From an optimization exercise on the open Yosys and OpenROAD flow, aimed at small area; shortcuts taken in it are not production practice. Only simulation tests tie the RTL to the original design; equivalence was not proved. No run shown here takes its clock network from TritonCTS; it comes from the design's own scripts or RTL. The clock port is modelled as an ideal driver, which makes a skipped or thinned clock tree look cheaper than it is; a real chip needs a root buffer or a tree. Power is estimated from default activity; no workload was simulated.

===== flow/run.sh =====
#!/bin/bash
# Layout flow: the standard ORFS flow (standard.sh) run on a private copy
# of the ORFS scripts that differs in two places:
#  - abc_area.script: ABC maps for area only (strash; dc2; dch; amap),
#  - cts.tcl: the clock tree is built by flow/clock_tree.tcl (small inverters
#    over compact groups of flip-flops) instead of TritonCTS.
# Ports get the smallest buffer. Each tool's output goes to the logs in orfs/logs;
# the make output of each part goes to synth.log and layout.log here.
set -euo pipefail
W=$(pwd)
rm -rf "$W/scripts"
cp -r "$FLOW_HOME/scripts" "$W/scripts"
cp "$W/flow/abc_area.script" "$W/scripts/abc_area.script"
grep -q 'log_cmd clock_tree_synthesis {\*}$cts_args' "$W/scripts/cts.tcl"
sed -i 's#log_cmd clock_tree_synthesis {\*}$cts_args#source $::env(MYCTS_TCL)#' "$W/scripts/cts.tcl"

export MYCTS_TCL="$W/flow/clock_tree.tcl"
export MYCTS_LEVELS="inv_4:10 inv_8:8 clkbuf_16:99"
export BUFFER_PORTS_ARGS="-buffer_cell sky130_fd_sc_hd__buf_1"

bash standard.sh SCRIPTS_DIR="$W/scripts" ABC_AREA=1 synth > "$W/synth.log" 2>&1
bash standard.sh SCRIPTS_DIR="$W/scripts" BUFFER_PORTS_ARGS="$BUFFER_PORTS_ARGS" finish > "$W/layout.log" 2>&1

===== flow/abc_area.script =====
strash
dc2
dch
amap

===== flow/clock_tree.tcl =====
# Clock tree built by recursive bisection of the sinks: each level groups the
# pins below it into compact groups of at most n, each driven by one cell at
# the group centroid; the clock port drives the top level.
set block [ord::get_db_block]
set db [ord::get_db]
set clk_port_net [$block findNet [expr {[info exists ::env(MYCTS_CLK)] ? $::env(MYCTS_CLK) : "clk"}]]
# MYCTS_LEVELS: from the flip-flops up, "cell:group_size ..."; the port drives the last level
set levels $::env(MYCTS_LEVELS)

# sinks: every instance pin on the clock net except the port
set sinks {}
foreach it [$clk_port_net getITerms] {
  set inst [$it getInst]
  set bb [$inst getBBox]
  set x [expr {([$bb xMin] + [$bb xMax]) / 2}]
  set y [expr {([$bb yMin] + [$bb yMax]) / 2}]
  lappend sinks [list $x $y $it]
}
puts "MYCTS sinks [llength $sinks]"

# split points into groups of at most n by recursive bisection along the wider side
proc bisect {pts n} {
  set cnt [llength $pts]
  set g [expr {($cnt + $n - 1) / $n}]
  set xs [lsort -integer [lmap p $pts {lindex $p 0}]]
  set ys [lsort -integer [lmap p $pts {lindex $p 1}]]
  set w [expr {[lindex $xs end] - [lindex $xs 0]}]
  set h [expr {[lindex $ys end] - [lindex $ys 0]}]
  # a group wider or taller than maxspan (dbu) is split even when small enough
  if {$g <= 1 && ($cnt <= 1 || max($w, $h) <= $::maxspan)} { return [list $pts] }
  if {$g <= 1} { set g 2 }
  set idx [expr {$w >= $h ? 0 : 1}]
  set sorted [lsort -integer -index $idx $pts]
  set g1 [expr {$g / 2}]
  set c1 [expr {($cnt * $g1 + $g / 2) / $g}]
  set a [lrange $sorted 0 [expr {$c1 - 1}]]
  set b [lrange $sorted $c1 end]
  return [concat [bisect $a $n] [bisect $b $n]]
}

proc centroid {pts} {
  set sx 0; set sy 0
  foreach p $pts { incr sx [lindex $p 0]; incr sy [lindex $p 1] }
  set c [llength $pts]
  return [list [expr {$sx / $c}] [expr {$sy / $c}]]
}

set core [$block getCoreArea]
proc place_at {inst xy} {
  global core
  set m [$inst getMaster]
  set x [expr {[lindex $xy 0] - [$m getWidth] / 2}]
  set y [expr {[lindex $xy 1] - [$m getHeight] / 2}]
  set x [expr {max([$core xMin], min($x, [$core xMax] - [$m getWidth]))}]
  set y [expr {max([$core yMin], min($y, [$core yMax] - [$m getHeight]))}]
  $inst setLocation $x $y
  $inst setPlacementStatus PLACED
}

set nb 0
proc new_buf {master name xy} {
  global block
  set inst [odb::dbInst_create $block $master $name]
  place_at $inst $xy
  set out [odb::dbNet_create $block "${name}_o"]
  $out setSigType CLOCK
  set o [$inst findITerm X]
  if {$o eq "NULL"} { set o [$inst findITerm Y] }
  $o connect $out
  return [list $inst $out]
}

set pins $sinks
set lv 0
foreach spec $levels {
  lassign [split $spec :] cell n span
  set ::maxspan [expr {$span eq "" ? 1e12 : int($span * 1000)}]
  set m [$db findMaster sky130_fd_sc_hd__$cell]
  set next {}
  set gi 0
  foreach grp [bisect $pins $n] {
    set xy [centroid $grp]
    lassign [new_buf $m "clktree_${lv}_$gi" $xy] inst out
    foreach p $grp {
      set it [lindex $p 2]
      if {[$it getNet] ne "NULL"} { $it disconnect }
      $it connect $out
    }
    lappend next [list {*}$xy [$inst findITerm A]]
    incr gi
  }
  puts "MYCTS level $lv $cell groups $gi"
  set pins $next
  incr lv
}
foreach p $pins { [lindex $p 2] connect $clk_port_net }
$clk_port_net setSigType CLOCK
set_propagated_clock [all_clocks]

===== standard.sh =====
#!/bin/bash
# synth_recipe.tcl (not shown) runs the flow's synth.tcl, then flattens the netlist and writes it again
# the make line also repeats each setting of config.mk as NAME=value (left out here)
make -C /OpenROAD-flow-scripts/flow DESIGN_CONFIG=/design/flow/config.mk WORK_HOME=/design/flow/orfs CLKGATE_MAP_FILE= SYNTH_SCRIPT=/design/flow/synth_recipe.tcl "${@:-finish}"

===== config.mk =====
export PLATFORM = sky130hd
export DESIGN_NAME = a_buf
export DESIGN_NICKNAME = a_buf
export VERILOG_FILES = /design/flow/design.v
export SDC_FILE = /design/flow/constraint.sdc
export NUM_CORES = 4
export LEC_CHECK = 0
export CAP_MARGIN = 20
export CORE_MARGIN = 2
export CORE_UTILIZATION = 50
export PLACE_DENSITY = 0.6
export SLEW_MARGIN = 20
export SYNTH_HIERARCHICAL = 1
export SYNTH_MINIMUM_KEEP_SIZE = 0

===== constraint.sdc =====
create_clock -name core_clock -period 7.0 [get_ports {clk}]
set_input_delay 1.4000 -clock core_clock [delete_from_list [all_inputs] [get_ports {clk}]]
set_output_delay 1.4000 -clock core_clock [all_outputs]
set_load 0.01 [all_outputs]

===== design.v =====
module a_buf_sop #(
	parameter N = 5
)(
	input  [N-1:0] s,
	input  [N-1:0] d,
	output         y
);
	assign y = |(s & d);
endmodule
module a_buf(
	input  							clk,
	input  							rst_n,
	input  [0:0] 					wr_a_buf_valid_i,
	input  [0:0] 					wr_a_buf_id_i,
	input  [3-1:0] wr_a_buf_data_width_i,
	input  [128-1:0] wr_a_buf_data_i,
	input  [0:0] 					rd_a_buf_valid_i,
	input  [0:0] 					rd_a_buf_id_i,
	output [0:0] 					rd_a_buf_ret_valid_o,
	output [128-1:0] rd_a_buf_ret_data_o
);
	localparam H  = 4;
	localparam NC = 2 * H * H;
	wire d_by = wr_a_buf_data_width_i[0];
	wire d_hf = wr_a_buf_data_width_i[1];
	wire d_wd = wr_a_buf_data_width_i[2];
	reg  [0:0]      rd_a_buf_id_r;
	reg  [32*NC-1:0] c;
	wire [31:0] din [0:H-1];
genvar b, i, j, k;
generate
for (i = 0; i < H; i = i + 1) begin : g_din
	assign din[i][7:0]   = d_by ? wr_a_buf_data_i[i*8+:8] :
	                       d_hf ? wr_a_buf_data_i[i*16+:8] : wr_a_buf_data_i[i*32+:8];
	assign din[i][15:8]  = d_hf ? wr_a_buf_data_i[i*16+8+:8] : wr_a_buf_data_i[i*32+8+:8];
	assign din[i][31:16] = wr_a_buf_data_i[i*32+16+:16];
end
for (b = 0; b < 2; b = b + 1) begin : g_b
	wire w      = wr_a_buf_valid_i & (wr_a_buf_id_i == b);
	wire by     = w & d_by;
	wire hf     = w & d_hf;
	wire wd     = w & d_wd;
	wire any    = by | hf | wd;
	wire rd     = rd_a_buf_valid_i & (rd_a_buf_id_i == b) & ~any;
	wire hd     = ~any & ~rd;
	wire hf_nb  = hf & ~by;
	wire wd_nb  = wd & ~by;
	wire hw_nb  = (hf | wd) & ~by;
	wire wd_nbh = wd & ~by & ~hf;
	for (i = 0; i < H; i = i + 1) begin : g_i
	for (j = 0; j < H; j = j + 1) begin : g_j
		wire [31:0] cur = c[32*((b*H+i)*H+j)+:32];
		wire [31:0] dn;
		wire [31:0] n;
		wire [31:0] nxt;
		if (i == H-1) begin : g_dn0
			assign dn = 32'b0;
		end else begin : g_dn
			assign dn = c[32*((b*H+i+1)*H+j)+:32];
		end
		if (j == H-1) begin : g_n0
			assign n = din[i];
		end else begin : g_n
			assign n = c[32*((b*H+i)*H+j+1)+:32];
		end
		for (k = 0; k < 32; k = k + 1) begin : g_k
			wire [2:0] ws;
			wire [2:0] wv;
			if (j == H-1) begin : g_e
				if (k < 8) begin : g_lo
					assign ws = {any, 1'b0, 1'b0};
					assign wv = {n[k], 1'b0, 1'b0};
				end else if (k < 16) begin : g_mid
					assign ws = {by, hw_nb, 1'b0};
					assign wv = {cur[k-8], n[k], 1'b0};
				end else begin : g_hi
					assign ws = {by, hf_nb, wd_nbh};
					assign wv = {cur[k-8], cur[k-16], n[k]};
				end
			end else begin : g_m
				if (k < 8) begin : g_lo
					assign ws = {by, hf, wd};
					assign wv = {n[24+k], n[15+k], n[k]};
				end else if (k < 16) begin : g_mid
					assign ws = {by, hf_nb, wd_nb};
					assign wv = {cur[k-8], n[15+k], n[k]};
				end else begin : g_hi
					assign ws = {by, hf_nb, wd_nbh};
					assign wv = {cur[k-8], cur[k-16], n[k]};
				end
			end
			localparam NW = (j == H-1) ? ((k < 8) ? 1 : (k < 16) ? 2 : 3) : 3;
			localparam NR = (i == H-1) ? 0 : 1;
			wire [NW+NR:0] s;
			wire [NW+NR:0] v;
			if (NR == 1) begin : g_r
				assign s = {ws[2:3-NW], rd, hd};
				assign v = {wv[2:3-NW], dn[k], cur[k]};
			end else begin : g_nr
				assign s = {ws[2:3-NW], hd};
				assign v = {wv[2:3-NW], cur[k]};
			end
			a_buf_sop #(.N(NW+NR+1)) u_sop (.s(s), .d(v), .y(nxt[k]));
		end
		always @(posedge clk)
			c[32*((b*H+i)*H+j)+:32] <= nxt;
	end
	end
end
for (j = 0; j < H; j = j + 1) begin : g_out
	for (k = 0; k < 32; k = k + 1) begin : g_k
		a_buf_sop #(.N(2)) u_sop (
			.s({rd_a_buf_id_r, ~rd_a_buf_id_r}),
			.d({c[32*(H*H+j)+k], c[32*j+k]}),
			.y(rd_a_buf_ret_data_o[j*32+k])
		);
	end
end
endgenerate
always @(posedge clk or negedge rst_n) begin
	if (!rst_n)
		rd_a_buf_id_r <= 1'b0;
	else
		rd_a_buf_id_r <= rd_a_buf_id_i;
end
	assign rd_a_buf_ret_valid_o = rd_a_buf_valid_i & (rd_a_buf_id_i == rd_a_buf_id_r);
endmodule

==> results of run 1 <==
==> cell families after synthesis <==
logic type	after synthesis	share of synthesized area
AOI/OAI and AO/OA	2172	0.427
buffers and inverters	71	0.00623
DFF	1025	0.479
and+or+nand+nor	991	0.0871
==> worst paths after layout <==
kind / from / endpoint / slack (ns) / depth (start not counted)
min: rst_n / rd_a_buf_id_r / 0.45 / 1
min in group core_clock: c[924] / c[924] / 0.47 / 2
max: rd_a_buf_id_r / rd_a_buf_ret_data_o[37] / 2.48 / 4
min reg2reg: c[924] / c[924] / 0.47 / 2
max reg2reg: c[697] / c[650] / 5.65 / 2
max in group asynchronous: rst_n / rd_a_buf_id_r / 6.44 / 1
==> sequential cells by signal, indices dropped and copies added (netlist names) <==
name	cells
c	1024
rd_a_buf_id_r	1
==> power by group through the flow <==
stage | Sequential (W) | Combinational (W) | Clock, W
floorplan | 0.00739 | 0.00140 | 0
global placement | 0.00808 | 0.00186 | 0
detailed placement | 0.00809 | 0.00189 | 0
CTS | 0.00795 | 0.00189 | 0.00279
global route | 0.00807 | 0.00211 | 0.00300
finish | 0.00802 | 0.00193 | 0.00279
==> final cells by class <==
class / count / area (um^2)
multi-input cells: 3163 / 22200
diodes: 1 / 2.50
flip-flops and latches: 1025 / 20500
plain buffers: 1 / 25.0
inverters: 187 / 1080
repair buffers: 349 / 1920
well taps: 1144 / 1430
fillers: 8064 / 37800
==> routing by layer <==
| metal | up-vias | routed length, um | track usage |
|---|---|---|---|
| li1 | 19700 | - | - |
| met1 | 21900 | 73800 | 0.574 |
| met2 | 3106 | 80300 | 0.586 |
| met3 | 375 | 22000 | 0.0613 |
| met4 | 2 | 7400 | 0.153 |
| met5 | - | 11 | 0 |
==> cell usage in the layout (no fill, tap or decap) <==
cell / netlist / routed
a21oi_1: 25 / 24
a21oi_4: 0 / 1
a222oi_1: 736 / 736
a22o_1: 144 / 144
a22oi_1: 1240 / 1240
buf_1: 0 / 264
buf_12: 0 / 23
buf_4: 0 / 61
clkbuf_16: 0 / 1
clkbuf_4: 0 / 1
clkinv_1: 71 / 66
clkinv_2: 0 / 1
clkinv_8: 0 / 1
dfrtp_4: 0 / 1
dfxtp_1: 1024 / 1024
diode_2: 0 / 1
inv_4: 0 / 105
inv_6: 0 / 1
inv_8: 0 / 13
nand2_1: 948 / 947
nand2_8: 0 / 1
nand2b_1: 1 / 1
nor2_1: 39 / 25
nor2_4: 0 / 14
nor2b_1: 1 / 1
nor3_4: 0 / 2
o21ai_4: 0 / 2
o22a_1: 24 / 24
o22ai_1: 1 / 1
==> critical path, stage by stage, from the launching register on <==
cell,delay (ns)
dfrtp_4,0.61
inv_6,0.60
buf_4,0.61
a22o_1,0.27
buf_1,0.17
==> per-stage QoR <==
| stage | power, W | std cells | worst slack, ns |
|---|---|---|---|
| 2_1_floorplan | 0.00879 | 4259 | -13.99 |
| 3_3_place_gp | 0.00995 | 5752 | 1.91 |
| 3_5_place_dp | 0.00998 | 5752 | 1.94 |
| 4_1_cts | 0.0126 | 5869 | 2.56 |
| 5_1_grt | 0.0132 | 5869 | 2.41 |
| 6_report | 0.0127 | 5870 | 2.48 |
==> metrics.md, run 1 <==
| Metric | Value |
|---|---|
| Setup TNS | 0 ns |
| Synth cell types | 15 |
| Combinational power share | 0.152 |
| Arr. time, crit path | 3.12 ns |
| Top cells by count, synth | 1240 x a22oi_1, 1024 x dfxtp_1, 948 x nand2_1 |
| Pre-Repair DR Iteration Count | 14 |
| Synth Area per Inst | 10.1 um^2 |
| Vias in the first global route | 40900 |
| Hold Crit Class | primary input to asynchronous set/reset pin |
| Synthesized flop and latch total | 1025 |
| NetSw | 0.00503 W |
| Fin. max-slew vios | 0 |
| Fraction of registers with async set/reset | 0.000976 |
| Synth top area share | 0.479 |
| EDFF count, synth | 0 |
| Hold_ws | 0.447 ns |
| DR iter-0 viols | 9377 |
| Initial antenna violation count | 2 |
| Clk network pwr share | 0.219 |
| GPL Wtd Cong | 0.890 |
| WP data required | 5.60 ns |
| CP max FO | 84 |
| Core Region | 85000 um^2 |
| Post-Synthesis Cells | 4259 |
| Top_reg_cell synth | dfxtp_1 |
| Hold Vio Cnt, Final | 0 |
| Share of cells above drive strength 1 | 0.0483 |
| First-pass GRT wire length | 271000 um |
| Remaining global-route overflow | 0 |
| Syn-to-layout area delta | 10.2% |
| Detail Placement HPWL | 116000 um |
| Die Wd | 297 um |
| Cell row count | 107 |
| Number of I/O port buffers | 265 |
| Area leader, netlist | dfxtp_1 |
| Setup bufs post-CTS | 0 |
| Register area share after synthesis | 0.479 |
| Internal power | 0.00771 W |
| Final net count | 4864 |
| Lkg Pwr | 18.8 nW |
| Clock Skews | 0.0340 ns |
| Clk slew on worst S/H paths | 0.11 ns |
| All-layer global routing usage | 0.395 |
| Crit path kind | flop to output pin |
| Post-Route WL | 183000 um |
| Cell Area, Placed | 46400 um^2 |
| Tmin final | 4.52 ns |
| DR WL/cell | 31.3 um |
| Layout Utilization | 0.555 |
| Io pins | 266 |
| Die height | 297 um |
| Launching element type of the critical path | flop |
| Power density cells | 270 nW/um^2 |
| Final instance area | 47200 um^2 |
| Post-DRT Antenna Nets | 0 |
| RSZ-0062 raised after global routing | false |
| Starting density of the core | 0.504 |
| # hold bufs at CTS | 0 |
| Final setup violation count | 0 |
| Max cap viols | 0 |
| Crit. End Element | output pin |
| Clock latency on the worst-skew pair | 0.70 ns |
| Seq pwr share | 0.630 |
| Switching part of the total | 0.395 |
| Drt drc | 0 |
| Outcome | finished clean |
| Post-cts sizing count | 0 |
| Syn Std Cell Area | 42800 um^2 |
| Peak Freq | 221 MHz |
| Worst slew pin tran | 1.33 ns |
| Synth area leaders | dfxtp_1 48%, a22oi_1 22%, a222oi_1 17% |
| Worst VDD drop | 0.362 mV |
| Count leader, synth | a22oi_1 |
| Pin count of the biggest net entering global routing | 242 |
| Die Area | 88000 um^2 |
| Net count after synthesis | 4396 |
| Max_slew headroom | 0.112 |
| Via density | 7.68 |
| Tcrit/Tclk final | 0.646 |
| Yosys warning total | 7 |
| Vias post-DR | 45100 |
==> inputs of run 2 (changes only) <==
--- a/config.mk
+++ b/config.mk
@@ -7,7 +7,7 @@
 export LEC_CHECK = 0
-export CAP_MARGIN = 20
+export CAP_MARGIN = 5
 export CORE_MARGIN = 2
-export CORE_UTILIZATION = 50
-export PLACE_DENSITY = 0.6
-export SLEW_MARGIN = 20
+export CORE_UTILIZATION = 60
+export PLACE_DENSITY = 0.7
+export SLEW_MARGIN = 5
 export SYNTH_HIERARCHICAL = 1
==> run 2 against run 1 <==
  * Power decreased by 0.93%
  * Register-to-register slack got worse by 0.11 ns
  * Synthesized area stayed put
  * Critical path depth unchanged
  * Wire length shrank 6.3%
  * Still clean on timing, DRC and antenna
  * Sequential power fell by 0.6%
  * Cell area shrank 0.83%
==> metrics.md, run 2 <==
| Metric | Value |
|---|---|
| Lkg Pwr | 18.7 nW |
| Worst VDD drop | 0.216 mV |
| Synth area leaders | dfxtp_1 48%, a22oi_1 22%, a222oi_1 17% |
| Post-Synthesis Cells | 4259 |
| Remaining global-route overflow | 0 |
| Register area share after synthesis | 0.479 |
| Clock Skews | 0.0276 ns |
| Count leader, synth | a22oi_1 |
| Synth cell types | 15 |
| Post-cts sizing count | 0 |
| RSZ-0062 raised after global routing | false |
| Final net count | 4848 |
| Final Power | 0.0126 W |
| Fin. max-slew vios | 0 |
| Hold Vio Cnt, Final | 0 |
| Fillers | 6152 |
| Fraction of registers with async set/reset | 0.000976 |
| Power density cells | 270 nW/um^2 |
| Drt drc | 0 |
| Commonest non-fill, non-tap cell in the layout | a22oi_1 |
| Setup bufs post-CTS | 0 |
| Post-Route WL | 172000 um |
| Most frequent cells in the layout | 1240 x a22oi_1, 1024 x dfxtp_1, 947 x nand2_1, 736 x a222oi_1, 264 x buf_1 |
| Post-DRT Antenna Nets | 0 |
| Max cap viols | 0 |
| Syn Std Cell Area | 42800 um^2 |
| Crit path kind | flop to output pin |
| Net count after synthesis | 4396 |
| Crit. End Element | output pin |
| Number of I/O port buffers | 265 |
| Worst slew pin tran | 1.23 ns |
| Peak Freq | 211 MHz |
| Synth Area per Inst | 10.1 um^2 |
| Launching element type of the critical path | flop |
| CP peak stage delay | 0.78 ns |
| Top_reg_cell synth | dfxtp_1 |
| Final setup violation count | 0 |
| Die height | 271 um |
| Tmin final | 4.73 ns |
| Vias in the first global route | 41100 |
| DR WL/cell | 30.4 um |
| CP cell instances | buf_4, buf_4, a22o_1, buf_1 |
| Max FFs per register | 1024 |
| # hold bufs at CTS | 0 |
| DR iter-0 viols | 12000 |
| Yosys warning total | 7 |
| First-pass GRT wire length | 258000 um |
| Cell row count | 97 |
| Final Non-Filler Cells | 5650 |
| Hold_ws | 0.449 ns |
| Outcome | finished clean |
| Tcrit/Tclk final | 0.676 |
| Hold Crit Class | primary input to asynchronous set/reset pin |
| Cell Area, Placed | 46000 um^2 |
| Die Wd | 271 um |
| Via density | 8.10 |
| Arr. time, crit path | 3.33 ns |
| Die Area | 73500 um^2 |
| Pin count of the biggest net entering global routing | 214 |
| Starting density of the core | 0.608 |
| Io pins | 266 |
| Detail Placement HPWL | 108000 um |
| Syn-to-layout area delta | 9.29% |
| EDFF count, synth | 0 |
| Clock latency on the worst-skew pair | 0.69 ns |
| Pre-Repair DR Iteration Count | 14 |
| Share of cells above drive strength 1 | 0.0450 |
| Synth top area share | 0.479 |
| Vias post-DR | 45800 |
| CP max FO | 62 |
| Biggest register | c |
| Layout Utilization | 0.665 |
| Top cells by count, synth | 1240 x a22oi_1, 1024 x dfxtp_1, 948 x nand2_1 |
| Area leader, netlist | dfxtp_1 |
| Clk slew on worst S/H paths | 0.10 ns |
| Synthesized flop and latch total | 1025 |
| Slowest CP cell | buf_4 |
| Final instance area | 46800 um^2 |
| Cells after DPL | 5532 |
| GPL Wtd Cong | 0.942 |
| WP data required | 5.60 ns |
| Most used cell, CP | buf_4 |
| Max_slew headroom | 0.183 |
| Top flop regs | c (1024), rd_a_buf_id_r (1) |
| All-layer global routing usage | 0.439 |
| Initial antenna violation count | 5 |
| Core Region | 70400 um^2 |
## run 2: report_power, final
group	total, W	leakage [nW]	internal, W	switching [W]
clock network	0.00273	0.551	0.000340	0.00239
registers	0.00797	8.37	0.00659	0.00139
logic	0.00191	9.76	0.000763	0.00115
total	0.0126	18.7	0.00769	0.00493
## run 2: final cells by class
cell class,instances,area (um^2),share of cell area
antenna,1,2.50,0.0000535
buffer,1,25.0,0.000535
inverter,187,1080,0.0231
multi-input combinational,3163,22200,0.474
sequential,1025,20500,0.439
tap,940,1180,0.0251
timing repair buffer,333,1780,0.0381
## run 2: metrics by stage
stage / setup slack [ns] / TNS [ns]
after floorplan: -13.99 / -8024.59
after global placement: 2.34 / 0
after detailed placement: 2.31 / 0
after CTS: 2.39 / 0
after global routing: 2.27 / 0
final: 2.27 / 0
## run 2: logic make-up after synthesis
kind of cell | share of synthesized area
buf+inv | 0.00623
simple gates | 0.0871
flops | 0.479
compound gates | 0.427
## run 2: worst paths after layout
path / startpoint / end / slack (ns) / depth (start not counted)
max reg2reg: c[81] / c[34] / 5.54 / 2
max: rd_a_buf_id_r / rd_a_buf_ret_data_o[101] / 2.27 / 4
max in group asynchronous: rst_n / rd_a_buf_id_r / 6.44 / 1
min in group core_clock: c[926] / c[926] / 0.48 / 2
min: rst_n / rd_a_buf_id_r / 0.45 / 1
min reg2reg: c[926] / c[926] / 0.48 / 2
## run 2: routing by layer
| layer | global-route usage | routed length [um] |
|---|---|---|
| met3 | 0.104 | 26200 |
| met4 | 0.190 | 8550 |
| met5 | 0 | 69 |
| met1 | 0.622 | 63700 |
| met2 | 0.638 | 73500 |
## run 2: critical path: cells and delay by family, from the launching register on
family	cells	cell delay [ns]
AOI/OAI and AO/OA	1	0.32
buffers and inverters	3	1.66
DFF	1	0.54
==> inputs of run 3 (changes only) <==
--- a/flow/run.sh
+++ b/flow/run.sh
@@ -17,3 +17,3 @@
 export MYCTS_TCL="$W/flow/clock_tree.tcl"
-export MYCTS_LEVELS="inv_4:10 inv_8:8 clkbuf_16:99"
+export MYCTS_LEVELS="inv_4:10 inv_16:26"
 export BUFFER_PORTS_ARGS="-buffer_cell sky130_fd_sc_hd__buf_1"
--- a/config.mk
+++ b/config.mk
@@ -7,3 +7,3 @@
 export LEC_CHECK = 0
-export CAP_MARGIN = 5
+export CAP_MARGIN = 2
 export CORE_MARGIN = 2
@@ -11,3 +11,3 @@
 export PLACE_DENSITY = 0.7
-export SLEW_MARGIN = 5
+export SLEW_MARGIN = 2
 export SYNTH_HIERARCHICAL = 1
==> run 3 against run 2 <==
  * Synthesized area unchanged
  * First-iteration DRC count rose by 1.0%
  * Still clean on timing, DRC and antenna
  * Critical endpoint is now c[264]
  * Register-to-register slack better by 0.02 ns
==> metrics.md, run 3 <==
| Metric | Value |
|---|---|
| Max FFs per register | 1024 |
| GPL Wtd Cong | 0.942 |
| Sequential Area | 20500 um^2 |
| Power density cells | 265 nW/um^2 |
| Initial antenna violation count | 4 |
| Net count after synthesis | 4396 |
| Slowest CP cell | clkinv_2 |
| EDFF count, synth | 0 |
| Die Area | 73500 um^2 |
| Top flop regs | c (1024), rd_a_buf_id_r (1) |
| DR WL/cell | 30.4 um |
| Commonest non-fill, non-tap cell in the layout | a22oi_1 |
| Fin. max-slew vios | 0 |
| Footprint of the multi-input gates | 22200 um^2 |
| CP max FO | 57 |
| Die height | 271 um |
| RSZ-0062 raised after global routing | false |
| Metal2 WL | 73200 um |
| Yosys warning total | 7 |
| Remaining global-route overflow | 0 |
| Synth cell types | 15 |
| Tcrit/Tclk final | 0.651 |
| Vias in the first global route | 41100 |
| Hold Vio Cnt, Final | 0 |
| Outcome | finished clean |
| Most frequent cells in the layout | 1240 x a22oi_1, 1024 x dfxtp_1, 947 x nand2_1, 736 x a222oi_1, 264 x buf_1 |
| Final Power | 0.0124 W |
| CP delay by family, top | buffers and inverters |
| DR WL met3 | 26300 um |
| Clock latency on the worst-skew pair | 0.26 ns |
| Crit path kind | primary input to flop |
| Post-Route WL | 171000 um |
| Detail Placement HPWL | 108000 um |
| First-pass GRT wire length | 257000 um |
| Top cells by count, synth | 1240 x a22oi_1, 1024 x dfxtp_1, 948 x nand2_1 |
| Via density | 8.09 |
| Max_slew headroom | 0.234 |
| Peak Freq | 219 MHz |
| Drt drc | 0 |
| Setup bufs post-CTS | 0 |
| # hold bufs at CTS | 0 |
| Post-Synthesis Cells | 4259 |
| Hold Crit Class | flop to flop |
| Worst VDD drop | 0.314 mV |
| Pre-Repair DR Iteration Count | 15 |
| Clock Skews | 0.0234 ns |
| Biggest register | c |
| Synthesized flop and latch total | 1025 |
| Post-DRT Antenna Nets | 0 |
| CP cell instances | buf_1, clkinv_2, buf_4, nand2_1, inv_4, buf_4, a222oi_1, nand2_1 |
| Count leader, synth | a22oi_1 |
| WP buf/inv | 5 |
| Max cap viols | 0 |
| Share of cells above drive strength 1 | 0.0430 |
| Uppermost layer routed | met5 |
| Vias post-DR | 45600 |
| Area leader, netlist | dfxtp_1 |
| Final setup violation count | 0 |
| Post-cts sizing count | 0 |
| Worst slew pin tran | 1.15 ns |
| Fraction of registers with async set/reset | 0.000976 |
| Fillers | 6158 |
| Launching element type of the critical path | primary input |
| CP peak stage delay | 0.72 ns |
| Pre-CTS WS | 2.31 ns |
| Arr. time, crit path | 4.70 ns |
| Final worst slack | 2.44 ns |
| Syn Std Cell Area | 42800 um^2 |
| DR iter-0 viols | 12200 |
| Top_reg_cell synth | dfxtp_1 |
| Syn-to-layout area delta | 9.08% |
| Synth area leaders | dfxtp_1 48%, a22oi_1 22%, a222oi_1 17% |
| All-layer global routing usage | 0.437 |
| Crit. End Element | flop |
| Wl on met1 | 63400 um |
| Die Wd | 271 um |
| WP data required | 7.14 ns |
| Final net count | 4838 |
| Number of I/O port buffers | 265 |
| Core Region | 70400 um^2 |
| Tmin final | 4.56 ns |
| Io pins | 266 |
| Synth top area share | 0.479 |
| Register area share after synthesis | 0.479 |
| Synth Area per Inst | 10.1 um^2 |
| Lkg Pwr | 18.6 nW |
| Starting density of the core | 0.608 |
| Cell row count | 97 |
| Pin count of the biggest net entering global routing | 214 |
| Clk slew on worst S/H paths | 0.10 ns |
run 3: cell counts after synthesis:
Identical to the previous run, type by type.
run 3: per-stage QoR:
stage	utilization	hold WS [ns]	setup TNS, ns	area (um^2)	std cells
after floorplan	-	0.436	-8024.59	42900	4259
after global placement	0.653	0.452	0	46000	5532
after detailed placement	0.653	0.454	0	46000	5532
after CTS	0.663	0.479	0	46700	5639
after global routing	0.663	0.510	0	46700	5639
final	0.663	0.481	0	46700	5640
run 3: report_power, final:
part	internal [W]	total [W]	switching [W]
sequential	0.00659	0.00798	0.00139
clock	0.000295	0.00250	0.00220
combinational	0.000763	0.00191	0.00115
run 3: cell families (layout without fill, tap and decap cells):
group | Yosys count | count (layout) | synth area share
and+or+nand+nor | 991 | 991 | 0.0871
other | 0 | 1 | 0
DFF | 1025 | 1025 | 0.479
AOI/OAI and AO/OA | 2172 | 2172 | 0.427
buffers and inverters | 71 | 511 | 0.00623
run 3: final timing paths:
kind | start | endpoint | slack [ns] | depth (start not counted)
setup / recovery | wr_a_buf_data_width_i[0] | c[264] | 2.44 | 8
hold / removal | c[415] | c[415] | 0.48 | 2
hold reg to reg | c[415] | c[415] | 0.48 | 2
setup reg to reg | c[81] | c[34] | 5.56 | 2
max in group asynchronous | rst_n | rd_a_buf_id_r | 6.01 | 1
min in group asynchronous | rst_n | rd_a_buf_id_r | 0.88 | 1
run 3: cell type report:
| cell class | instances | share of cell area |
|---|---|---|
| flip-flops and latches | 1025 | 0.440 |
| repair buffers | 333 | 0.0382 |
| diodes | 1 | 0.0000536 |
| inverters | 178 | 0.0217 |
| well taps | 940 | 0.0252 |
| multi-input cells | 3163 | 0.475 |
run 3: worst min-delay path, stage by stage (launching register included):
cell and delay [ns]:
dfxtp_1 0.35, a22oi_1 0.06, nand2_1 0.05
run 3: routing by layer:
layer | global-route usage | vias to the layer above
li1 | - | 19600
met1 | 0.620 | 21600
met2 | 0.639 | 3861
met3 | 0.0998 | 519
met4 | 0.185 | 6
met5 | 0 | -
==> inputs of run 4 (changes only) <==
--- a/design.v
+++ b/design.v
@@ -8,2 +8,9 @@
 	assign y = |(s & d);
+endmodule
+module a_buf_pos4(
+	input  [3:0] sn,
+	input  [3:0] d,
+	output       y
+);
+	assign y = &(sn | d);
 endmodule
@@ -49,2 +56,3 @@
 	wire wd_nbh = wd & ~by & ~hf;
+	wire [3:0] sn_e = ~{by, hw_nb, rd, hd};
 	for (i = 0; i < H; i = i + 1) begin : g_i
@@ -102,3 +110,7 @@
 			end
-			a_buf_sop #(.N(NW+NR+1)) u_sop (.s(s), .d(v), .y(nxt[k]));
+			if (j == H-1 && k >= 8 && k < 16 && NR == 1) begin : g_pos
+				a_buf_pos4 u_pos (.sn(sn_e), .d(v), .y(nxt[k]));
+			end else begin : g_sop
+				a_buf_sop #(.N(NW+NR+1)) u_sop (.s(s), .d(v), .y(nxt[k]));
+			end
 		end
--- a/flow/run.sh
+++ b/flow/run.sh
@@ -2,4 +2,5 @@
 # Layout flow: the standard ORFS flow (standard.sh) run on a private copy
-# of the ORFS scripts that differs in two places:
+# of the ORFS scripts that differs in three places:
 #  - abc_area.script: ABC maps for area only (strash; dc2; dch; amap),
+#  - synth.tcl: module a_buf_pos4 is mapped by ABC with flow/abc_pos.script,
 #  - cts.tcl: the clock tree is built by flow/clock_tree.tcl (small inverters
@@ -13,2 +14,5 @@
 cp "$W/flow/abc_area.script" "$W/scripts/abc_area.script"
+grep -q '  log_cmd abc {\*}$abc_args' "$W/scripts/synth.tcl"
+sed -i 's#^  log_cmd abc {\*}$abc_args#  log_cmd abc -script $::env(POS_ABC_SCRIPT) {*}[lrange $abc_args 2 end] a_buf_pos4\n&#' "$W/scripts/synth.tcl"
+export POS_ABC_SCRIPT="$W/flow/abc_pos.script"
 grep -q 'log_cmd clock_tree_synthesis {\*}$cts_args' "$W/scripts/cts.tcl"
==> flow/abc_pos.script (new file) <==
strash
dch
map -a
==> run 4 against run 3 <==
  * Sequential cell count unchanged
  * Register-to-register slack improved by 0.14 ns
  * Sequential power up 3.0%
  * Utilization fell by 0.16 points
  * Cell count is essentially flat
  * Die area shrank 0.21%
  * Largest cell class unchanged
  * Largest power group unchanged
==> metrics.md, run 4 <==
| Metric | Value |
|---|---|
| Seq pwr share | 0.643 |
| DR iter-0 viols | 12400 |
| Max_slew headroom | 0.118 |
| CP max FO | 195 |
| Drt drc | 0 |
| Commonest non-fill, non-tap cell in the layout | a22oi_1 |
| Via density | 8.21 |
| GPL Wtd Cong | 0.924 |
| Synth Area per Inst | 10.0 um^2 |
| Fraction of registers with async set/reset | 0.000976 |
| Final net count | 4837 |
| Launching element type of the critical path | primary input |
| Clk network pwr share | 0.197 |
| Hold Vio Cnt, Final | 0 |
| Die height | 271 um |
| Register area share after synthesis | 0.481 |
| Max FFs per register | 1024 |
| Number of I/O port buffers | 265 |
| WP data required | 7.19 ns |
| Syn Std Cell Area | 42700 um^2 |
| Crit. End Element | flop |
| Worst VDD drop | 0.312 mV |
| Power density cells | 275 nW/um^2 |
| Starting density of the core | 0.608 |
| Post-Route WL | 177000 um |
| Remaining global-route overflow | 0 |
| Tcrit/Tclk final | 0.701 |
| Die Area | 73300 um^2 |
| Outcome | finished clean |
| Post-cts sizing count | 0 |
| Io pins | 266 |
| DR WL/cell | 31.4 um |
| Most frequent cells in the layout | 1144 x a22oi_1, 1024 x dfxtp_1, 898 x nand2_1, 736 x a222oi_1, 264 x buf_1 |
| Clk slew on worst S/H paths | 0.10 ns |
| # hold bufs at CTS | 0 |
| Yosys warning total | 7 |
| Internal power | 0.00780 W |
| Pin count of the biggest net entering global routing | 233 |
| Tmin final | 4.91 ns |
| Top_reg_cell synth | dfxtp_1 |
| Final setup violation count | 0 |
| Switching part of the total | 0.390 |
| Post-DRT Antenna Nets | 0 |
| Hold Crit Class | flop to flop |
| Area leader, netlist | dfxtp_1 |
| Peak Freq | 204 MHz |
| Clock Skews | 0.0171 ns |
| Synth area leaders | dfxtp_1 48%, a22oi_1 20%, a222oi_1 17% |
| Layout Utilization | 0.662 |
| Final Power | 0.0128 W |
| EDFF count, synth | 0 |
| All-layer global routing usage | 0.452 |
| Crit path kind | primary input to flop |
| Core Region | 70300 um^2 |
| Setup bufs post-CTS | 0 |
| Cell row count | 97 |
| Net count after synthesis | 4403 |
| Initial antenna violation count | 4 |
| Count leader, synth | a22oi_1 |
| RSZ-0062 raised after global routing | false |
| Combinational power share | 0.161 |
| Synth top area share | 0.480 |
| Detail Placement HPWL | 109000 um |
| Die Wd | 271 um |
| Max cap viols | 0 |
| First-pass GRT wire length | 263000 um |
| Syn-to-layout area delta | 8.86% |
| Fin. max-slew vios | 0 |
| Top flop regs | c (1024), rd_a_buf_id_r (1) |
| NetSw | 0.00499 W |
| Share of cells above drive strength 1 | 0.0413 |
| Synth cell types | 14 |
| Clock latency on the worst-skew pair | 0.26 ns |
| Top cells by count, synth | 1144 x a22oi_1, 1024 x dfxtp_1, 901 x nand2_1 |
| Synthesized flop and latch total | 1025 |
| Vias in the first global route | 41600 |
| Biggest register | c |
| Lkg Pwr | 18.4 nW |
| Vias post-DR | 46300 |
| Worst slew pin tran | 1.32 ns |
| Arr. time, crit path | 5.10 ns |
| Pre-Repair DR Iteration Count | 22 |
| Post-Synthesis Cells | 4266 |
-- run 4: power groups by stage --
stage	Clock (W)	Sequential, W	Combinational (W)
after floorplan	0	0.00752	0.00147
after global placement	0	0.00824	0.00195
after detailed placement	0	0.00824	0.00199
after CTS	0.00248	0.00810	0.00200
after global routing	0.00269	0.00826	0.00222
final	0.00251	0.00822	0.00205
-- run 4: per-module statistics from Yosys, one instance, submodules excluded, a selection --
module / flops+latches / times used / cells inside / area [um^2]
a_buf: 1025 / 1 / 1162 / 21300
a_buf_pos4: 0 / 48 / 3 / 16.3
-- run 4: path summary, 6_finish.rpt --
| path | from | endpoint | slack [ns] | depth (start not counted) |
|---|---|---|---|---|
| max reg2reg | c[698] | c[651] | 5.70 | 2 |
| min reg2reg | c[410] | c[410] | 0.48 | 2 |
| max in group asynchronous | rst_n | rd_a_buf_id_r | 6.01 | 1 |
| min in group asynchronous | rst_n | rd_a_buf_id_r | 0.88 | 1 |
| max | wr_a_buf_data_width_i[1] | c[526] | 2.09 | 10 |
| min | c[410] | c[410] | 0.48 | 2 |
-- run 4: kinds of logic (layout without fill, tap and decap cells) --
family | count (synthesis) | in the layout | share of synthesized area
DFF | 1025 | 1025 | 0.481
AOI/OAI and AO/OA | 2171 | 2171 | 0.425
buffers and inverters | 80 | 512 | 0.00703
and+or+nand+nor | 990 | 990 | 0.0872
other | 0 | 3 | 0
-- run 4: per-stage QoR --
stage	area (um^2)	cells	hold slack, ns	worst slack, ns	setup TNS (ns)
2_1_floorplan	42900	4266	0.439	-6.31	-5211.15
3_3_place_gp	45800	5531	0.452	1.98	0
3_5_place_dp	45800	5531	0.456	1.94	0
4_1_cts	46500	5638	0.484	2.18	0
5_1_grt	46500	5640	0.513	1.91	0
6_report	46500	5641	0.484	2.09	0
-- run 4: final cells by class --
class | count | area, um^2
Tap cell | 940 | 1180
Fill cell | 6133 | 23800
Sequential cell | 1025 | 20500
Multi-Input combinational cell | 3161 | 22100
Timing Repair Buffer | 325 | 1660
Antenna cell | 3 | 7.51
Inverter | 187 | 1060
-- run 4: critical path, stage by stage --
cell and delay, ns:
buf_2 0.11, inv_2 0.27, nor2_4 0.07, nor2_1 0.36, nand2_8 0.37, nor3_4 0.36, buf_12 0.76, buf_4 0.88
a222oi_1 0.19, nand2_1 0.11
-- run 4: metal layers --
layer	routed length (um)	global-route usage	up-vias
li1	-	-	19600
met1	63600	0.630	21800
met2	75700	0.661	4228
met3	27200	0.0945	617
met4	10400	0.229	4
met5	29	0	-
==> inputs of run 5 (changes only) <==
--- a/flow/run.sh
+++ b/flow/run.sh
@@ -21,3 +21,3 @@
 export MYCTS_TCL="$W/flow/clock_tree.tcl"
-export MYCTS_LEVELS="inv_4:10 inv_16:26"
+export MYCTS_LEVELS="inv_8:20 inv_16:13"
 export BUFFER_PORTS_ARGS="-buffer_cell sky130_fd_sc_hd__buf_1"
==> run 5 against run 4 <==
  * Sequential power about the same
  * Sequential cell count unchanged
  * Clock skew up 0.0029 ns
  * Worst hold slack got worse by 0.0036 ns
  * Register-to-register slack better by 0.04 ns
  * Synthesized area is the same
  * Maximum frequency fell by 0.23%
  * Sequential share of layout area rose by 0.061 points
  * Critical path depth stayed put
==> metrics.md, run 5 <==
| Metric | Value |
|---|---|
| Main combinational cell family by area after synthesis | compound AO/OA/AOI/OAI gates |
| Fraction of registers with async set/reset | 0.000976 |
| Post-Synthesis Cells | 4266 |
| Sequential Area | 20500 um^2 |
| Die Area | 73300 um^2 |
| Arr. time, crit path | 5.11 ns |
| Fin. max-slew vios | 0 |
| Synth Area per Inst | 10.0 um^2 |
| Syn Std Cell Area | 42700 um^2 |
| Commonest non-fill, non-tap cell in the layout | a22oi_1 |
| Top cells by count, synth | 1144 x a22oi_1, 1024 x dfxtp_1, 901 x nand2_1 |
| Tmin final | 4.92 ns |
| Post-synthesis xor/xnor area fraction | 0 |
| Synthesized flop and latch total | 1025 |
| Tcrit/Tclk final | 0.703 |
| Clock latency on the worst-skew pair | 0.25 ns |
| Crit. End Element | flop |
| Area leader, netlist | dfxtp_1 |
| # hold bufs at CTS | 0 |
| Cell row count | 97 |
| Worst VDD drop | 0.273 mV |
| Pre-Repair DR Iteration Count | 15 |
| Post-cts sizing count | 0 |
| Outcome | finished clean |
| Mux share of post-synthesis cell area | 0 |
| Synth area leaders | dfxtp_1 48%, a22oi_1 20%, a222oi_1 17% |
| Biggest register | c |
| Count leader, synth | a22oi_1 |
| Detail Placement HPWL | 109000 um |
| GPL Wtd Cong | 0.924 |
| Post-Route WL | 176000 um |
| R2r setup slk | 5.74 ns |
| Setup TNS | 0 ns |
| Remaining global-route overflow | 0 |
| Max FFs per register | 1024 |
| Final net count | 4786 |
| Footprint of the multi-input gates | 22100 um^2 |
| CP endpoint | c[694] |
| All-layer global routing usage | 0.450 |
| Power density cells | 274 nW/um^2 |
| WHS Path Cells | 2 |
| R2R depth | 2 |
| Core Region | 70300 um^2 |
| Register area share after synthesis | 0.481 |
| Synth top area share | 0.480 |
| WP data required | 7.19 ns |
| Via density | 8.24 |
| DR iter-0 viols | 12600 |
| Vias in the first global route | 41200 |
| First-pass GRT wire length | 262000 um |
| Most frequent cells in the layout | 1144 x a22oi_1, 1024 x dfxtp_1, 898 x nand2_1, 736 x a222oi_1, 264 x buf_1 |
| Post-synthesis simple-gate area fraction | 0.0872 |
| Worst slew pin tran | 1.31 ns |
| Top flop regs | c (1024), rd_a_buf_id_r (1) |
| Hold_ws | 0.481 ns |
| Pin count of the biggest net entering global routing | 233 |
| Peak Freq | 203 MHz |
| Synth cell types | 14 |
| Max_slew headroom | 0.128 |
| Clock Skews | 0.0200 ns |
| Fillers | 6164 |
| Top_reg_cell synth | dfxtp_1 |
| Setup bufs post-CTS | 0 |
| CP max FO | 195 |
| Max cap viols | 0 |
| Lkg Pwr | 18.3 nW |
| Net count after synthesis | 4403 |
| Die Wd | 271 um |
| RR Startpoint | c[698] |
| Syn-to-layout area delta | 8.71% |
| EDFF count, synth | 0 |
| Yosys warning total | 7 |
| Clk slew on worst S/H paths | 0.10 ns |
| RR Endpoint | c[651] |
| Synth Area in Adders | 0 |
| Die height | 271 um |
| Post-DRT Antenna Nets | 0 |
| Drt drc | 0 |
| Hold Vio Cnt, Final | 0 |
| CP Launch Point | wr_a_buf_data_width_i[1] |
| Crit path kind | primary input to flop |
| Share of cells above drive strength 1 | 0.0308 |
| Compound-gate portion of the synthesized area | 0.425 |
| Number of I/O port buffers | 265 |
| Initial antenna violation count | 2 |
| Starting density of the core | 0.608 |
| Io pins | 266 |
| Vias post-DR | 46000 |
| DR WL/cell | 31.4 um |
| Launching element type of the critical path | primary input |
| Final setup violation count | 0 |
| RSZ-0062 raised after global routing | false |
| Hold Crit Class | flop to flop |
==> run 5: cell counts after synthesis <==
No cell type changed its count.
==> run 5: stage by stage <==
stage / instances / area (um^2) / total power, W / worst slack [ns] / util
3_3_place_gp: 5531 / 45800 / 0.0102 / 1.98 / 0.651
2_1_floorplan: 4266 / 42900 / 0.00899 / -6.31 / -
6_report: 5588 / 46400 / 0.0127 / 2.08 / 0.661
3_5_place_dp: 5531 / 45800 / 0.0102 / 1.94 / 0.651
4_1_cts: 5587 / 46400 / 0.0125 / 2.19 / 0.661
5_1_grt: 5588 / 46400 / 0.0131 / 1.89 / 0.661
==> run 5: worst min-delay path by stage <==
stage                   to  startpoint  slack (ns)
floorplan           c[408]      c[408]        0.44
global placement    c[922]      c[922]        0.45
detailed placement  c[410]      c[410]        0.46
CTS                 c[925]      c[925]        0.48
global route        c[925]      c[925]        0.51
finish              c[925]      c[925]        0.48
==> run 5: kinds of logic (layout without fill, tap and decap cells) <==
group / after synthesis / in the layout
flip-flops: 1025 / 1025
AND/OR/NAND/NOR: 990 / 990
buffers and inverters: 80 / 461
other: 0 / 1
AO/OA/AOI/OAI: 2171 / 2171
==> run 5: cell type report <==
cell class,count,area share
multi-input cells,3161,0.475
flip-flops and latches,1025,0.442
repair buffers,325,0.0357
well taps,940,0.0253
inverters,136,0.0215
diodes,1,0.0000539
==> run 5: critical path, stage by stage <==
cell and delay [ns]:
buf_2 0.11, inv_2 0.27, nor2_4 0.07, nor2_1 0.36, nand2_8 0.37, nor3_4 0.36
buf_12 0.72, buf_4 0.87, a222oi_1 0.18, nand2_1 0.12
==> run 5: power breakdown <==
part | total [W] | internal, W | switching, W
clock network | 0.00243 | 0.000300 | 0.00213
registers | 0.00822 | 0.00666 | 0.00156
logic | 0.00205 | 0.000839 | 0.00121
total | 0.0127 | 0.00780 | 0.00490
==> run 5: Yosys stat by module (local to each module, per instance), a selection <==
module | cell area, um^2 | cells
a_buf_pos4 | 16.3 | 3
a_buf | 21300 | 1162
==> run 5: per-layer routing <==
metal	track usage	vias to the layer above	part of all wire
li1	-	19500	-
met1	0.634	21900	0.37
met2	0.657	4082	0.43
met3	0.0880	598	0.15
met4	0.221	4	0.058
met5	0.0118	-	0.00070
==> inputs of run 6 (changes only) <==
--- a/flow/run.sh
+++ b/flow/run.sh
@@ -21,3 +21,3 @@
 export MYCTS_TCL="$W/flow/clock_tree.tcl"
-export MYCTS_LEVELS="inv_8:20 inv_16:13"
+export MYCTS_LEVELS="inv_8:22 inv_16:12"
 export BUFFER_PORTS_ARGS="-buffer_cell sky130_fd_sc_hd__buf_1"
==> run 6 against run 5 <==
  * Still clean
  * Die area unchanged
  * Synthesized cell count unchanged
  * Largest power group unchanged
  * Critical path type unchanged
  * Worst hold slack better by 0.0091 ns
  * Via count decreased by 0.28%
  * Synthesized area did not move
  * Cell area fell by 0.12%
  * Sequential share of layout area rose by 0.051 points
==> metrics.md, run 6 <==
| Metric | Value |
|---|---|
| Outcome | finished clean |
| Io pins | 266 |
| Top flop regs | c (1024), rd_a_buf_id_r (1) |
| Top cells by count, synth | 1144 x a22oi_1, 1024 x dfxtp_1, 901 x nand2_1 |
| Max cap viols | 0 |
| Yosys warning total | 7 |
| Final setup violation count | 0 |
| Syn Std Cell Area | 42700 um^2 |
| Commonest non-fill, non-tap cell in the layout | a22oi_1 |
| Fillers | 6145 |
| Power density cells | 273 nW/um^2 |
| Hold Crit Class | flop to flop |
| Worst slew pin tran | 1.28 ns |
| Worst VDD drop | 0.266 mV |
| Starting density of the core | 0.608 |
| Count leader, synth | a22oi_1 |
| Fraction of registers with async set/reset | 0.000976 |
| Vias post-DR | 45900 |
| Launching element type of the critical path | primary input |
| Detail Placement HPWL | 109000 um |
| Net count after synthesis | 4403 |
| Final net count | 4781 |
| Setup bufs post-CTS | 0 |
| First-pass GRT wire length | 262000 um |
| Initial antenna violation count | 3 |
| Fin. max-slew vios | 0 |
| Clock latency on the worst-skew pair | 0.25 ns |
| Final instance area | 46400 um^2 |
| Peak Freq | 201 MHz |
| Die Area | 73300 um^2 |
| Clock Skews | 0.0171 ns |
| RSZ-0062 raised after global routing | false |
| Area leader, netlist | dfxtp_1 |
| Tmin final | 4.98 ns |
| Vias in the first global route | 41100 |
| Synthesized flop and latch total | 1025 |
| Max FFs per register | 1024 |
| CP max FO | 232 |
| Die height | 271 um |
| Synth Area per Inst | 10.0 um^2 |
| Most frequent cells in the layout | 1144 x a22oi_1, 1024 x dfxtp_1, 898 x nand2_1, 736 x a222oi_1, 264 x buf_1 |
| WP data required | 7.19 ns |
| Max_slew headroom | 0.146 |
| Arr. time, crit path | 5.16 ns |
| Top_reg_cell synth | dfxtp_1 |
| Post-DRT Antenna Nets | 0 |
| Core Region | 70300 um^2 |
| # hold bufs at CTS | 0 |
| DR iter-0 viols | 12300 |
| Die Wd | 271 um |
| Post-cts sizing count | 0 |
| EDFF count, synth | 0 |
| Syn-to-layout area delta | 8.59% |
| Biggest register | c |
| All-layer global routing usage | 0.450 |
| Number of I/O port buffers | 265 |
| Share of cells above drive strength 1 | 0.0297 |
| Setup TNS | 0 ns |
| Synth top area share | 0.480 |
| Via density | 8.22 |
| Crit path kind | primary input to flop |
| Drt drc | 0 |
| DR WL/cell | 31.5 um |
| Post-Route WL | 176000 um |
| Tcrit/Tclk final | 0.711 |
| Register area share after synthesis | 0.481 |
| Remaining global-route overflow | 0 |
| Synth area leaders | dfxtp_1 48%, a22oi_1 20%, a222oi_1 17% |
| GPL Wtd Cong | 0.924 |
| Lkg Pwr | 18.3 nW |
| Pre-Repair DR Iteration Count | 17 |
| Crit. End Element | flop |
| Post-Synthesis Cells | 4266 |
| Synth cell types | 14 |
| R2r setup slk | 5.72 ns |
| Pin count of the biggest net entering global routing | 233 |
| Hold_ws | 0.490 ns |
| Cell Area, Placed | 45800 um^2 |
| Hold Vio Cnt, Final | 0 |
| Cell row count | 97 |
| Clk slew on worst S/H paths | 0.11 ns |
-- run 6: cell counts after synthesis --
No cell type changed its count.
-- run 6: report_power, final --
group	switching, W	total [W]	leakage (nW)	internal, W
sequential	0.00156	0.00822	8.40	0.00666
combinational	0.00121	0.00205	9.54	0.000839
clock	0.00210	0.00238	0.324	0.000280
total	0.00487	0.0127	18.3	0.00778
-- run 6: per-stage QoR --
stage / util / total power [W] / std cells / setup slack (ns)
after floorplan: - / 0.00899 / 4266 / -6.31
after global placement: 0.651 / 0.0102 / 5531 / 1.98
after detailed placement: 0.651 / 0.0102 / 5531 / 1.94
after CTS: 0.660 / 0.0125 / 5582 / 2.18
after global routing: 0.660 / 0.0130 / 5584 / 1.88
final: 0.660 / 0.0127 / 5584 / 2.02
-- run 6: area by class of cell --
| cell class | count | area (um^2) | area share |
|---|---|---|---|
| diodes | 2 | 5.00 | 0.000108 |
| inverters | 131 | 943 | 0.0203 |
| multi-input cells | 3161 | 22100 | 0.476 |
| flip-flops and latches | 1025 | 20500 | 0.443 |
| well taps | 940 | 1180 | 0.0254 |
| repair buffers | 325 | 1660 | 0.0358 |
-- run 6: worst max-delay path, stage by stage --
cell	delay (ns)
buf_2	0.11
inv_2	0.28
nor2_4	0.07
nor2_1	0.35
nand2_8	0.38
a21oi_4	0.33
buf_12	0.72
buf_4	0.97
a22oi_1	0.23
nand2_1	0.12
-- run 6: final timing paths --
check,from,to,depth (start not counted)
setup / recovery,wr_a_buf_data_width_i[1],c[83],10
min in group asynchronous,rst_n,rd_a_buf_id_r,1
max in group asynchronous,rst_n,rd_a_buf_id_r,1
hold / removal,c[410],c[410],2
setup reg to reg,c[302],c[270],2
hold reg to reg,c[410],c[410],2
-- run 6: per-module statistics from Yosys, one instance, submodules excluded, excerpt --
module      flops+latches  cells
a_buf                1025   1162
a_buf_pos4              0      3
-- run 6: cell families after synthesis --
| kind of cell | after synthesis | synth area share |
|---|---|---|
| DFF | 1025 | 0.481 |
| AOI/OAI and AO/OA | 2171 | 0.425 |
| and+or+nand+nor | 990 | 0.0872 |
| buffers and inverters | 80 | 0.00703 |
-- run 6: layer usage --
layer,GRT usage,up-vias,share of wire
met5,0.0118,-,0.00072
met4,0.224,4,0.058
met3,0.0886,580,0.15
met2,0.659,4100,0.43
met1,0.631,21800,0.36
li1,-,19500,-
==> inputs of run 7 (changes only) <==
--- a/config.mk
+++ b/config.mk
@@ -7,3 +7,3 @@
 export LEC_CHECK = 0
-export CAP_MARGIN = 2
+export CAP_MARGIN = 0
 export CORE_MARGIN = 2
@@ -11,3 +11,3 @@
 export PLACE_DENSITY = 0.7
-export SLEW_MARGIN = 2
+export SLEW_MARGIN = 0
 export SYNTH_HIERARCHICAL = 1
==> run 7 against run 6 <==
  * First-iteration DRC count unchanged
  * Clock power about the same
  * Clock skew unchanged
  * Sequential power hardly changed
  * Synthesized cell count did not move
  * Utilization stayed put
  * Register-to-register slack about the same
  * Sequential cell count stayed put
  * Critical path depth unchanged
==> metrics.md, run 7 <==
| Metric | Value |
|---|---|
| CP max FO | 232 |
| Post-cts sizing count | 0 |
| Final net count | 4781 |
| Net count after synthesis | 4403 |
| DR WL/cell | 31.5 um |
| Hold Crit Class | flop to flop |
| Commonest non-fill, non-tap cell in the layout | a22oi_1 |
| RR Endpoint | c[270] |
| RSZ-0062 raised after global routing | false |
| Remaining global-route overflow | 0 |
| Initial antenna violation count | 3 |
| Peak Freq | 201 MHz |
| Fraction of registers with async set/reset | 0.000976 |
| Crit path kind | primary input to flop |
| Clk network pwr share | 0.188 |
| Area leader, netlist | dfxtp_1 |
| Switching part of the total | 0.385 |
| R2R depth | 2 |
| Synth Area per Inst | 10.0 um^2 |
| Register area share after synthesis | 0.481 |
| Lkg Pwr | 18.3 nW |
| Cell row count | 97 |
| Worst slew pin tran | 1.28 ns |
| Synth top area share | 0.480 |
| Core Region | 70300 um^2 |
| R2r setup slk | 5.72 ns |
| Top cells by count, synth | 1144 x a22oi_1, 1024 x dfxtp_1, 901 x nand2_1 |
| Most frequent cells in the layout | 1144 x a22oi_1, 1024 x dfxtp_1, 898 x nand2_1, 736 x a222oi_1, 264 x buf_1 |
| Max_slew headroom | 0.146 |
| Share of cells above drive strength 1 | 0.0297 |
| Combinational power share | 0.162 |
| Vias post-DR | 45900 |
| Synth area leaders | dfxtp_1 48%, a22oi_1 20%, a222oi_1 17% |
| Max FFs per register | 1024 |
| Post-Synthesis Cells | 4266 |
| # hold bufs at CTS | 0 |
| Crit. End Element | flop |
| NetSw | 0.00487 W |
| Fin. max-slew vios | 0 |
| Biggest register | c |
| Pre-Repair DR Iteration Count | 17 |
| Outcome | finished clean |
| Cells after DPL | 5531 |
| Setup bufs post-CTS | 0 |
| Cell Area, Placed | 45800 um^2 |
| Worst VDD drop | 0.266 mV |
| Final instance area | 46400 um^2 |
| Tcrit/Tclk final | 0.711 |
| Post-synthesis xor/xnor area fraction | 0 |
| Synth Area in Adders | 0 |
| Syn-to-layout area delta | 8.59% |
| DR iter-0 viols | 12300 |
| Count leader, synth | a22oi_1 |
| CP Launch Point | wr_a_buf_data_width_i[1] |
| Die height | 271 um |
| WP data required | 7.19 ns |
| Synth cell types | 14 |
| Post-synthesis simple-gate area fraction | 0.0872 |
| Clock Skews | 0.0171 ns |
| Pin count of the biggest net entering global routing | 233 |
| Hold Vio Cnt, Final | 0 |
| Die Area | 73300 um^2 |
| Final setup violation count | 0 |
| Io pins | 266 |
| Internal power | 0.00778 W |
| Top flop regs | c (1024), rd_a_buf_id_r (1) |
| All-layer global routing usage | 0.450 |
| Vias in the first global route | 41100 |
| CP endpoint | c[83] |
| Arr. time, crit path | 5.16 ns |
| Clock latency on the worst-skew pair | 0.25 ns |
| Post-Route WL | 176000 um |
| Top_reg_cell synth | dfxtp_1 |
| Clk slew on worst S/H paths | 0.11 ns |
| Mux share of post-synthesis cell area | 0 |
| RR Startpoint | c[302] |
| Final Non-Filler Cells | 5584 |
| GPL Wtd Cong | 0.924 |
| Starting density of the core | 0.608 |
| Number of I/O port buffers | 265 |
| Post-DRT Antenna Nets | 0 |
| Drt drc | 0 |
| Via density | 8.22 |
| Synthesized flop and latch total | 1025 |
| Die Wd | 271 um |
| EDFF count, synth | 0 |
| Launching element type of the critical path | primary input |
| Main combinational cell family by area after synthesis | compound AO/OA/AOI/OAI gates |
| Seq pwr share | 0.650 |
| Yosys warning total | 7 |
| Max cap viols | 0 |
| Detail Placement HPWL | 109000 um |
| Compound-gate portion of the synthesized area | 0.425 |
| Syn Std Cell Area | 42700 um^2 |
| Power density cells | 273 nW/um^2 |
| Tmin final | 4.98 ns |
| First-pass GRT wire length | 262000 um |
## run 7: cell counts in the layout (fill, tap and decap cells not counted)
Identical to the previous run, type by type.
## run 7: worst min-delay path by stage
stage                 from     end  slack, ns  depth (start not counted)
CTS                 c[410]  c[410]       0.49                          2
global placement    c[922]  c[922]       0.45                          2
global route        c[412]  c[412]       0.52                          2
finish              c[410]  c[410]       0.49                          2
floorplan           c[408]  c[408]       0.44                          2
detailed placement  c[410]  c[410]       0.46                          2
## run 7: final cells by class
type	count	area, um^2
repair buffers	325	1660
fillers	6145	23900
inverters	131	943
multi-input cells	3161	22100
flip-flops and latches	1025	20500
diodes	2	5.00
well taps	940	1180
## run 7: power by group through the flow
stage	logic (W)	registers, W	clock network (W)
3_3_place_gp	0.00195	0.00824	0
4_1_cts	0.00200	0.00810	0.00235
2_1_floorplan	0.00147	0.00752	0
6_report	0.00205	0.00822	0.00238
5_1_grt	0.00222	0.00826	0.00256
3_5_place_dp	0.00199	0.00824	0
## run 7: cell families (layout without fill, tap and decap cells)
family,Yosys count,count (layout)
AO/OA/AOI/OAI,2171,2171
buffers and inverters,80,456
flip-flops,1025,1025
other,0,2
AND/OR/NAND/NOR,990,990
## run 7: worst max-delay path, stage by stage
cell	delay [ns]
buf_2	0.11
inv_2	0.28
nor2_4	0.07
nor2_1	0.35
nand2_8	0.38
a21oi_4	0.33
buf_12	0.72
buf_4	0.97
a22oi_1	0.23
nand2_1	0.12
## run 7: per-module statistics from Yosys, one instance, submodules excluded, excerpt
module	flops+latches	cells	copies in the design
a_buf	1025	1162	1
a_buf_pos4	0	3	48
## run 7: per-layer routing
layer  global-route usage  part of all wire
met3               0.0886              0.15
met5               0.0118           0.00072
met1                0.631              0.36
met2                0.659              0.43
met4                0.224             0.058
## run 7: metrics by stage
step	power, W	hold slack [ns]	worst slack (ns)	setup TNS (ns)	util
3_3_place_gp	0.0102	0.452	1.98	0	0.651
6_report	0.0127	0.490	2.02	0	0.660
2_1_floorplan	0.00899	0.439	-6.31	-5211.15	-
5_1_grt	0.0130	0.517	1.88	0	0.660
4_1_cts	0.0125	0.487	2.18	0	0.660
3_5_place_dp	0.0102	0.456	1.94	0	0.651
==> inputs of run 8 (changes only) <==
--- a/flow/run.sh
+++ b/flow/run.sh
@@ -21,3 +21,3 @@
 export MYCTS_TCL="$W/flow/clock_tree.tcl"
-export MYCTS_LEVELS="inv_8:22 inv_16:12"
+export MYCTS_LEVELS="inv_8:20 inv_16:13"
 export BUFFER_PORTS_ARGS="-buffer_cell sky130_fd_sc_hd__buf_1"
==> run 8 against run 7 <==
  * Cell area increased by 0.12%
  * Clock skew increased by 0.0028 ns
  * Power is 0.37% higher
  * Cell count hardly changed
  * Critical path depth unchanged
  * Maximum frequency up 1.1%
  * Clock power is 2% higher
  * Largest cell class unchanged
==> metrics.md, run 8 <==
| Metric | Value |
|---|---|
| Setup bufs post-CTS | 0 |
| RSZ-0062 raised after global routing | false |
| Vias post-DR | 46000 |
| Drt drc | 0 |
| Number of I/O port buffers | 265 |
| Final worst slack | 2.08 ns |
| Starting density of the core | 0.608 |
| CP cell instances | buf_2, inv_2, nor2_4, nor2_1, nand2_8, nor3_4, buf_12, buf_4, a222oi_1, nand2_1 |
| R2r setup slk | 5.74 ns |
| # hold bufs at CTS | 0 |
| Hold Crit Class | flop to flop |
| CP Launch Point | wr_a_buf_data_width_i[1] |
| Syn Std Cell Area | 42700 um^2 |
| Crit. End Element | flop |
| Fillers | 6164 |
| Via density | 8.24 |
| Fin. max-slew vios | 0 |
| Pin count of the biggest net entering global routing | 233 |
| Synth area leaders | dfxtp_1 48%, a22oi_1 20%, a222oi_1 17% |
| RR Startpoint | c[698] |
| Top cells by count, synth | 1144 x a22oi_1, 1024 x dfxtp_1, 901 x nand2_1 |
| Final net count | 4786 |
| Initial antenna violation count | 2 |
| Die Wd | 271 um |
| Pre-Repair DR Iteration Count | 15 |
| Register area share after synthesis | 0.481 |
| Peak Freq | 203 MHz |
| Clock latency on the worst-skew pair | 0.25 ns |
| CP delay by family, top | buffers and inverters |
| Post-DRT Antenna Nets | 0 |
| Pre-CTS WS | 1.94 ns |
| Clock Skews | 0.0200 ns |
| Arr. time, crit path | 5.11 ns |
| Area leader, netlist | dfxtp_1 |
| Tmin final | 4.92 ns |
| Core Region | 70300 um^2 |
| Setup TNS | 0 ns |
| Launching element type of the critical path | primary input |
| Lkg Pwr | 18.3 nW |
| Footprint of the multi-input gates | 22100 um^2 |
| DR iter-0 viols | 12600 |
| Top_reg_cell synth | dfxtp_1 |
| Clk slew on worst S/H paths | 0.10 ns |
| Final Power | 0.0127 W |
| First-pass GRT wire length | 262000 um |
| All-layer global routing usage | 0.450 |
| Detail Placement HPWL | 109000 um |
| Io pins | 266 |
| Synth top area share | 0.480 |
| Tcrit/Tclk final | 0.703 |
| Biggest register | c |
| Cell row count | 97 |
| Top flop regs | c (1024), rd_a_buf_id_r (1) |
| Syn-to-layout area delta | 8.71% |
| Crit path kind | primary input to flop |
| Max_slew headroom | 0.128 |
| Synthesized flop and latch total | 1025 |
| Count leader, synth | a22oi_1 |
| Share of cells above drive strength 1 | 0.0308 |
| Outcome | finished clean |
| Worst slew pin tran | 1.31 ns |
| Net count after synthesis | 4403 |
| Die Area | 73300 um^2 |
| Worst VDD drop | 0.273 mV |
| Final instance area | 46400 um^2 |
| Most frequent cells in the layout | 1144 x a22oi_1, 1024 x dfxtp_1, 898 x nand2_1, 736 x a222oi_1, 264 x buf_1 |
| Fraction of registers with async set/reset | 0.000976 |
| Synth Area per Inst | 10.0 um^2 |
| Synth cell types | 14 |
| CP endpoint | c[694] |
| Yosys warning total | 7 |
| Sequential Area | 20500 um^2 |
| Cell Area, Placed | 45800 um^2 |
| Max FFs per register | 1024 |
| WP buf/inv | 4 |
| Power density cells | 274 nW/um^2 |
| Post-Route WL | 176000 um |
| R2R depth | 2 |
| Post-Synthesis Cells | 4266 |
| RR Endpoint | c[651] |
| Critical path depth | 10 |
| Layout Utilization | 0.661 |
| Commonest non-fill, non-tap cell in the layout | a22oi_1 |
| EDFF count, synth | 0 |
| WP data required | 7.19 ns |
| Post-cts sizing count | 0 |
| CP max FO | 195 |
| Vias in the first global route | 41200 |
| GPL Wtd Cong | 0.924 |
| DR WL/cell | 31.4 um |
| Max cap viols | 0 |
| CP peak stage delay | 0.87 ns |
| Remaining global-route overflow | 0 |
| Slowest CP cell | buf_4 |
| Hold Vio Cnt, Final | 0 |
| Final setup violation count | 0 |
| Die height | 271 um |
==> run 8: cell count changes in the layout (fill, tap and decap cells not counted), sizes merged <==
cell	change
diode	-1
inv	+5
==> run 8: power breakdown <==
part / switching, W / internal, W
sequential: 0.00156 / 0.00666
clock: 0.00213 / 0.000300
combinational: 0.00121 / 0.000839
total: 0.00490 / 0.00780
==> run 8: layer usage <==
metal | GRT usage | up-vias | wire length (um)
li1 | - | 19500 | -
met1 | 0.634 | 21900 | 64300
met2 | 0.657 | 4082 | 75100
met3 | 0.0880 | 598 | 26000
met4 | 0.221 | 4 | 10200
met5 | 0.0118 | - | 123
==> run 8: modules after synthesis, one instance, submodules excluded, a selection <==
| module | flip-flops and latches | cells inside |
|---|---|---|
| a_buf | 1025 | 1162 |
| a_buf_pos4 | 0 | 3 |
==> run 8: how the worst min path moves through the flow <==
stage / startpoint / cells after the start / to
after floorplan: c[408] / 2 / c[408]
after global placement: c[922] / 2 / c[922]
after detailed placement: c[410] / 2 / c[410]
after CTS: c[925] / 2 / c[925]
after global routing: c[925] / 2 / c[925]
final: c[925] / 2 / c[925]
==> run 8: worst reg2reg max path, cell delays in order, from the launching register on <==
cell,delay (ns)
dfxtp_1,0.46
a222oi_1,0.59
nand2_1,0.10
==> run 8: metrics by stage <==
step | hold WS (ns) | cells
floorplan | 0.439 | 4266
global placement | 0.452 | 5531
detailed placement | 0.456 | 5531
CTS | 0.484 | 5587
global route | 0.515 | 5588
finish | 0.481 | 5588
==> run 8: logic make-up (layout without fill, tap and decap cells) <==
kind of cell | Yosys count | count (layout) | share of synthesized area
DFF | 1025 | 1025 | 0.481
buffers and inverters | 80 | 461 | 0.00703
AOI/OAI and AO/OA | 2171 | 2171 | 0.425
and+or+nand+nor | 990 | 990 | 0.0872
other | 0 | 1 | 0
==> run 8: area by class of cell <==
class,count,share of cell area
diodes,1,0.0000539
well taps,940,0.0253
flip-flops and latches,1025,0.442
multi-input cells,3161,0.475
repair buffers,325,0.0357
inverters,136,0.0215

## port drivers added, routing unchanged
The flow's constraints put no driver on any port. The routed layouts listed below were extracted and timed again, unchanged, in two steps.
Step 1, drivers: a clkbuf_16 drives clk and a buf_2 each remaining input, both assumed.
Step 2 also shifts input and output timing later by t, the mid clock arrival at the registers, as if the neighbouring blocks saw the same clock.
a / b / c = no drivers / after step 1 / after step 2; a / b = the first two.
run | shift t [ns] | setup slack, ns | worst register clock-pin slew, ns | pins driven straight from the clock port
run 1 | 0.757 | 2.480 / 2.405 / 1.834 | 0.11 / 0.11 | 1
run 2 | 0.750 | 2.265 / 2.191 / 2.181 | 0.11 / 0.11 | 1
run 3 | 0.516 | 2.440 / 2.398 / 2.172 | 0.11 / 0.11 | 4
run 4 | 0.524 | 2.090 / 2.299 / 1.817 | 0.11 / 0.12 | 4
run 5 | 0.502 | 2.078 / 2.292 / 1.816 | 0.11 / 0.11 | 4
run 6 | 0.498 | 2.024 / 2.262 / 1.764 | 0.12 / 0.13 | 4
run 7 | 0.498 | 2.024 / 2.262 / 1.764 | 0.12 / 0.13 | 4
run 8 | 0.502 | 2.078 / 2.292 / 1.816 | 0.11 / 0.11 | 4
After both steps setup and hold are still met in every run listed. The setup slack of run 1, which loses most, moves by -0.075 ns with the drivers and by -0.646 ns with both steps.
